This is an optimization exercise on Yosys and OpenROAD, whose aim is small area and a short achievable clock period, not a production implementation. Where RTL was checked, it was by simulation tests only, not by an equivalence proof against the original. Power figures rest on the tool's default switching activity, not on a simulated workload.

// floatingPointAdder
module floatingPointAdder(input [31:0] in1, input [31:0] in2, input clk, input reset, output ResultSign1bit, output [7:0] ResultExponent8bits, output [24:0] ResultFraction25bits);
For scale: about 820 cells after synthesis, roughly 57 flip-flops, ~100 I/O pins.
export LEC_CHECK = 0
export ABC_AREA = 1
export CAP_MARGIN = 20
export CORE_MARGIN = 2
export CORE_UTILIZATION = 40
export CTS_BUF_LIST = sky130_fd_sc_hd__clkbuf_4 sky130_fd_sc_hd__clkbuf_8
export SLEW_MARGIN = 20
create_clock -name core_clock -period 11.0 [get_ports {clk}]
standard.sh (not shown) runs the stock make flow with config.mk's settings and CLKGATE_MAP_FILE= SYNTH_SCRIPT=/design/flow/synth_recipe.tcl, a recipe that flattens the netlist after the stock synthesis.
==> flow/flow/run.sh <==
#!/bin/bash
# Standard layout with two changes: synthesis maps the logic with the ABC script
# in flow/abc_area.script (area-oriented mapping, then gate sizing), and the
# ports get a plain buf_2 as their buffer.
set -e
rm -rf scripts_mod
cp -r "$FLOW_HOME/scripts" scripts_mod
cp flow/abc_area.script scripts_mod/abc_area.script
export BUFFER_PORTS_ARGS="-buffer_cell sky130_fd_sc_hd__buf_2"
export SETUP_SLACK_MARGIN=6
SCRIPTS_DIR=$PWD/scripts_mod bash standard.sh synth > synth.log 2>&1
bash standard.sh > standard.log 2>&1
==> flow/flow/abc_area.script <==
strash
dch
map -a
topo
stime -c
buffer -c
upsize -c
dnsize -c
==> next run, changes <==
--- a/flow/flow/run.sh
+++ b/flow/flow/run.sh
@@ -9,3 +9,2 @@
 export BUFFER_PORTS_ARGS="-buffer_cell sky130_fd_sc_hd__buf_2"
-export SETUP_SLACK_MARGIN=6
 SCRIPTS_DIR=$PWD/scripts_mod bash standard.sh synth > synth.log 2>&1
CORE_UTILIZATION = 70   (was 40)
PLACE_DENSITY = 0.8   (was unset)
SETUP_SLACK_MARGIN = 5   (was unset)
Sequential power barely changes.
Non-clock buffer count drops by 128.
Power drops by a quarter to a third.
Maximum frequency drops by a few percent.
First-iteration DRC count climbs by about a fifth.
Wire length drops by a quarter to a third.
Final cell count drops by about a fifth.
Die area drops by well over a third.
Count of clock-buffer cells in the layout does not change.
==> next run, changes <==
--- a/flow/flow/run.sh
+++ b/flow/flow/run.sh
@@ -9,2 +9,3 @@
 export BUFFER_PORTS_ARGS="-buffer_cell sky130_fd_sc_hd__buf_2"
+export RECOVER_POWER=100
 SCRIPTS_DIR=$PWD/scripts_mod bash standard.sh synth > synth.log 2>&1
CORE_UTILIZATION = 40   (was 70)
PLACE_DENSITY = unset   (was 0.8)
Now the flow finished with max-capacitance violations, max-slew violations left.
Via count decreases by a little under a tenth.
Hold slack got worse by 0.017 ns.
Clock-buffer cell count does not change.
Maximum frequency is lower by a quarter to a third.
Cell area rose slightly.
Routed wire length falls by a few percent.
First-iteration DRC count decreases by well over a third.
Power is about the same.
Sequential share of layout area decreases by 0.18 points.
Cell count rose by a little under a tenth.
==> next run, changes <==
--- a/flow/flow/run.sh
+++ b/flow/flow/run.sh
@@ -9,3 +9,2 @@
 export BUFFER_PORTS_ARGS="-buffer_cell sky130_fd_sc_hd__buf_2"
-export RECOVER_POWER=100
 SCRIPTS_DIR=$PWD/scripts_mod bash standard.sh synth > synth.log 2>&1
==> flow/flow/abc_area.script (replaced) <==
strash
dch
map -D 2500
topo
stime -c
buffer -c
upsize -c -D 2500
dnsize -c -D 2500
CORE_UTILIZATION = 70   (was 40)
PLACE_DENSITY = 0.8   (was unset)
This time the run completed without violations; flip-flop and latch count is unchanged; worst setup slack gets better by 2.0 ns; sequential power barely changes; critical path depth came out higher by 5; via count climbs by about 6%; routed wire length is about the same.
No run of this note included a check of the RTL's function; only the layout flow was run.

Another version of the RTL of floatingPointAdder (not shown whole).
For scale: ~770 cells after synthesis, roughly 57 flip-flops, about 100 I/O pins.
Settings: LEC_CHECK=0, ABC_AREA=1, CAP_MARGIN=20, CORE_MARGIN=2, CORE_UTILIZATION=70, CTS_BUF_LIST=sky130_fd_sc_hd__clkbuf_4 sky130_fd_sc_hd__clkbuf_8, PLACE_DENSITY=0.8, SETUP_SLACK_MARGIN=5, SLEW_MARGIN=20; clock period 11.0 ns.
==> flow/flow/run.sh <==
#!/bin/bash
# Standard layout with two changes: synthesis maps the logic with the ABC script
# in flow/abc_area.script (area-oriented mapping, then gate sizing), and the
# ports get a plain buf_2 as their buffer.
set -e
rm -rf scripts_mod
cp -r "$FLOW_HOME/scripts" scripts_mod
cp flow/abc_area.script scripts_mod/abc_area.script
export BUFFER_PORTS_ARGS="-buffer_cell sky130_fd_sc_hd__buf_2"
export CTS_ARGS="-sink_clustering_enable -repair_clock_nets -buf_list {sky130_fd_sc_hd__clkbuf_4 sky130_fd_sc_hd__clkbuf_8} -dont_use_dummy_load"
SCRIPTS_DIR=$PWD/scripts_mod bash standard.sh synth > synth.log 2>&1
bash standard.sh > standard.log 2>&1
==> flow/flow/abc_area.script <==
strash
dch
map -D 2500
topo
stime -c
buffer -c
upsize -c -D 2500
dnsize -c -D 2500
The starting point went through all stages and came out clean.
Edit:
==> flow/flow/abc_area.script (replaced) <==
strash
dch
map -a
topo
stime -c
buffer -c
upsize -c
dnsize -c
After rerunning: Cell area barely changes; first-iteration DRC count fell by 7.1%; sequential power hardly moves; worst setup slack loses 8.5 ps; synthesized area rose by 1.8%.

north:
The RTL this note starts from:
==> flow/design.v <==
module D_ff(input clk, input reset, input d, output reg q);
	always @ (posedge clk)
	begin
		if(reset==1)
			q<=0;
		else
			q<=d;
	end
endmodule
module register32bits(input clk, input reset, input [31:0] numberIn, output [31:0] numberOut);
	D_ff d0(clk, reset, numberIn[0], numberOut[0]);
	D_ff d1(clk, reset, numberIn[1], numberOut[1]);
	D_ff d2(clk, reset, numberIn[2], numberOut[2]);
	D_ff d3(clk, reset, numberIn[3], numberOut[3]);
	D_ff d4(clk, reset, numberIn[4], numberOut[4]);
	D_ff d5(clk, reset, numberIn[5], numberOut[5]);
	D_ff d6(clk, reset, numberIn[6], numberOut[6]);
	D_ff d7(clk, reset, numberIn[7], numberOut[7]);
	D_ff d8(clk, reset, numberIn[8], numberOut[8]);
	D_ff d9(clk, reset, numberIn[9], numberOut[9]);
	D_ff d10(clk, reset, numberIn[10], numberOut[10]);
	D_ff d11(clk, reset, numberIn[11], numberOut[11]);
	D_ff d12(clk, reset, numberIn[12], numberOut[12]);
	D_ff d13(clk, reset, numberIn[13], numberOut[13]);
	D_ff d14(clk, reset, numberIn[14], numberOut[14]);
	D_ff d15(clk, reset, numberIn[15], numberOut[15]);
	D_ff d16(clk, reset, numberIn[16], numberOut[16]);
	D_ff d17(clk, reset, numberIn[17], numberOut[17]);
	D_ff d18(clk, reset, numberIn[18], numberOut[18]);
	D_ff d19(clk, reset, numberIn[19], numberOut[19]);
	D_ff d20(clk, reset, numberIn[20], numberOut[20]);
	D_ff d21(clk, reset, numberIn[21], numberOut[21]);
	D_ff d22(clk, reset, numberIn[22], numberOut[22]);
	D_ff d23(clk, reset, numberIn[23], numberOut[23]);
	D_ff d24(clk, reset, numberIn[24], numberOut[24]);
	D_ff d25(clk, reset, numberIn[25], numberOut[25]);
	D_ff d26(clk, reset, numberIn[26], numberOut[26]);
	D_ff d27(clk, reset, numberIn[27], numberOut[27]);
	D_ff d28(clk, reset, numberIn[28], numberOut[28]);
	D_ff d29(clk, reset, numberIn[29], numberOut[29]);
	D_ff d30(clk, reset, numberIn[30], numberOut[30]);
	D_ff d31(clk, reset, numberIn[31], numberOut[31]);
endmodule
module signDiffExpo(input [7:0] number1OutExpo, input [7:0] number2OutExpo, output reg [8:0] diffExpo);
	always @ (number1OutExpo or number2OutExpo)
	begin
		diffExpo=number1OutExpo-number2OutExpo;
	end
endmodule
module signToUnsign9(input [8:0] diffExpo, output reg sign, output reg [7:0] absDiff);
	always @ (diffExpo)
	begin
		sign=diffExpo[8];
		absDiff=diffExpo[7:0];
		if (sign==1)
		begin
			absDiff=~absDiff+1;
		end
	end
endmodule
module muxGreaterExpo(input [7:0] number1OutExpo, input [7:0] number2OutExpo, input sign, output reg [7:0] ResultExponent8bits);
	always @ (number1OutExpo or number2OutExpo or sign)
	begin
		case (sign)
			0:
			begin
				ResultExponent8bits=number1OutExpo;
			end
			1:
			begin
				ResultExponent8bits=number2OutExpo;
			end
		endcase
	end
endmodule
module muxInputFrac(input [24:0] in1, input [24:0] in2, input selOp, output reg [24:0] Op);
	always @ (in1 or in2 or selOp)
	begin
		case (selOp)
			0:
			begin
				Op=in1;
			end
			1:
			begin
				Op=in2;
			end
		endcase
	end
endmodule
module shiftRightOp1(input [24:0] tempOp, input [7:0] absDiff, output reg [24:0] shiftOp);
	always @ (tempOp or absDiff)
	begin
		shiftOp=tempOp>>absDiff;
	end
endmodule
module muxSign(input s1, input s2, input selSign, output reg ResultSign);
	always @ (s1 or s2 or selSign)
	begin
		case (selSign)
			0:
			begin
				ResultSign=s1;
			end
			1:
			begin
				ResultSign=s2;
			end
		endcase
	end
endmodule
module unsignToSign26b(input [24:0] in25bUnsigned, input sign, output reg [25:0] out26bSigned);
	always @ (in25bUnsigned or sign)
	begin
		out26bSigned={1'b0, in25bUnsigned};
		if (sign==1)
		begin
			out26bSigned=~out26bSigned+1;
		end
	end
endmodule
module bigALU(input [25:0] ALUin1, input [25:0] ALUin2, output reg [25:0] ALUout);
	always @ (ALUin1 or ALUin2)
	begin
		ALUout=ALUin1+ALUin2;
	end
endmodule
module signToUnsign26(input [25:0] ALUout, output reg sign, output reg [24:0] frac);
	always @ (ALUout)
	begin
		sign=ALUout[25];
		frac=ALUout[24:0];
		if (sign==1)
		begin
			frac=~frac+1;
		end
	end
endmodule
module floatingPointAdder(input [31:0] in1, input [31:0] in2, input clk, input reset, output ResultSign1bit, output [7:0] ResultExponent8bits, output [24:0] ResultFraction25bits);
	wire        swap   = in2[30:0] > in1[30:0];           
	wire        same   = in2[30:0] == in1[30:0];
	wire        sub    = in1[31] ^ in2[31];
	wire [7:0]  d12    = in1[30:23] - in2[30:23];
	wire [7:0]  d21    = in2[30:23] - in1[30:23];
	wire [7:0]  absd   = swap ? d21 : d12;
	wire [7:0]  expBig = swap ? in2[30:23] : in1[30:23];
	wire [22:0] fBig   = swap ? in2[22:0] : in1[22:0];
	wire        sBig   = swap ? in2[31] : in1[31];
	wire [23:0] s1     = {1'b1, in1[22:0]} ^ {24{sub}};
	wire [23:0] s2     = {1'b1, in2[22:0]} ^ {24{sub}};
	wire [23:0] sSm    = swap ? s1 : s2;
	wire [23:0] l0     = absd[0] ? {sub, sSm[23:1]}        : sSm;
	wire [23:0] l1     = absd[1] ? {{2{sub}}, l0[23:2]}    : l0;
	wire [23:0] l2     = absd[2] ? {{4{sub}}, l1[23:4]}    : l1;
	wire [23:0] l3     = absd[3] ? {{8{sub}}, l2[23:8]}    : l2;
	wire [23:0] l4     = absd[4] ? {{16{sub}}, l3[23:16]}  : l3;
	wire [23:0] sAl    = (absd[7:5] != 0) ? {24{sub}} : l4;
	reg  [7:0]  rExp;
	reg  [22:0] rBig;
	reg  [23:0] rSm;
	reg         rSub, rSign;
	always @(posedge clk) begin
		if (reset) begin
			rExp  <= 8'd0;
			rBig  <= 23'd0;
			rSm   <= 24'h800000;
			rSub  <= 1'b0;
			rSign <= 1'b0;
		end else begin
			rExp  <= expBig;
			rBig  <= fBig;
			rSm   <= sAl;
			rSub  <= sub;
			rSign <= sBig & ~(sub & same);
		end
	end
	assign ResultFraction25bits = {2'b01, rBig} + {rSub, rSm} + {24'd0, rSub};
	assign ResultSign1bit       = rSign;
	assign ResultExponent8bits  = rExp;
endmodule
clock: 11.0 ns
lec_check: 0
cap_margin: 20
core_margin: 2
core_utilization: 40
setup_slack_margin: 5
slew_margin: 20
run.sh (not shown) runs the stock make flow with config.mk's settings and CLKGATE_MAP_FILE= SYNTH_SCRIPT=/design/flow/synth_recipe.tcl, a recipe that flattens the netlist after the stock synthesis.
Stock flow here: none of the scripts above is used.
--- input diff north..south ---
- removing SETUP_SLACK_MARGIN (formerly 5)
Findings:
Taking north as the reference, in south wire length on met2 shrank by about 7%; total stage count of the critical path grew by 2; global-route wire length before repair shrank by 3.7%; proportion of power drawn by combinational gates shrank by 2.7 points.
Diff north..south | number of clock buffers in the layout | unchanged

afterwards: timing with drivers on the ports:
Ports are ideal in the flow. The routed layouts listed here were re-timed in OpenROAD.
Step 1: set_driving_cell puts a clkbuf_16 on clk and a buf_2 on each other input, an assumption about the parent block.
Step 2 adds t to the input delays and takes it off the output delays; t is the mean of the earliest and latest rising clock arrival at the registers after step 1. Input paths then give back, and output paths get back, about the clock's delay inside the block.
Slacks: ideal / step 1 / step 2; pairs: ideal / step 1.
run	shift t [ns]	setup WS [ns]	worst hold slack (ns)	worst setup path after step 2	worst register clock-pin slew, ns
the first run of note 1	0.398	5.489 / 5.453 / 5.450	2.077 / 2.059 / 2.457	input to register	0.08 / 0.08
the second run of note 1	0.381	5.278 / 5.247 / 4.980	2.109 / 2.102 / 2.482	input to register	0.08 / 0.08
the third run of note 1	0.391	3.249 / 3.261 / 2.870	2.091 / 2.075 / 2.466	input to register	0.08 / 0.08
the fourth run of note 1	0.366	5.201 / 5.170 / 4.936	2.124 / 2.114 / 2.481	input to register	0.07 / 0.07
the first run of note 2	0.352	5.153 / 5.160 / 4.807	2.111 / 2.105 / 2.458	input to register	0.06 / 0.06
the second run of note 2	0.366	5.145 / 5.112 / 5.079	2.121 / 2.110 / 2.477	input to register	0.06 / 0.06
north	0.373	5.051 / 5.055 / 4.682	2.183 / 2.162 / 2.535	input to register	0.06 / 0.06
south	0.374	4.047 / 4.063 / 3.689	2.442 / 2.423 / 2.797	input to register	0.06 / 0.06
The setup slack of the third run of note 1, which loses most, moves by +0.012 ns with the drivers and by -0.379 ns with both steps.
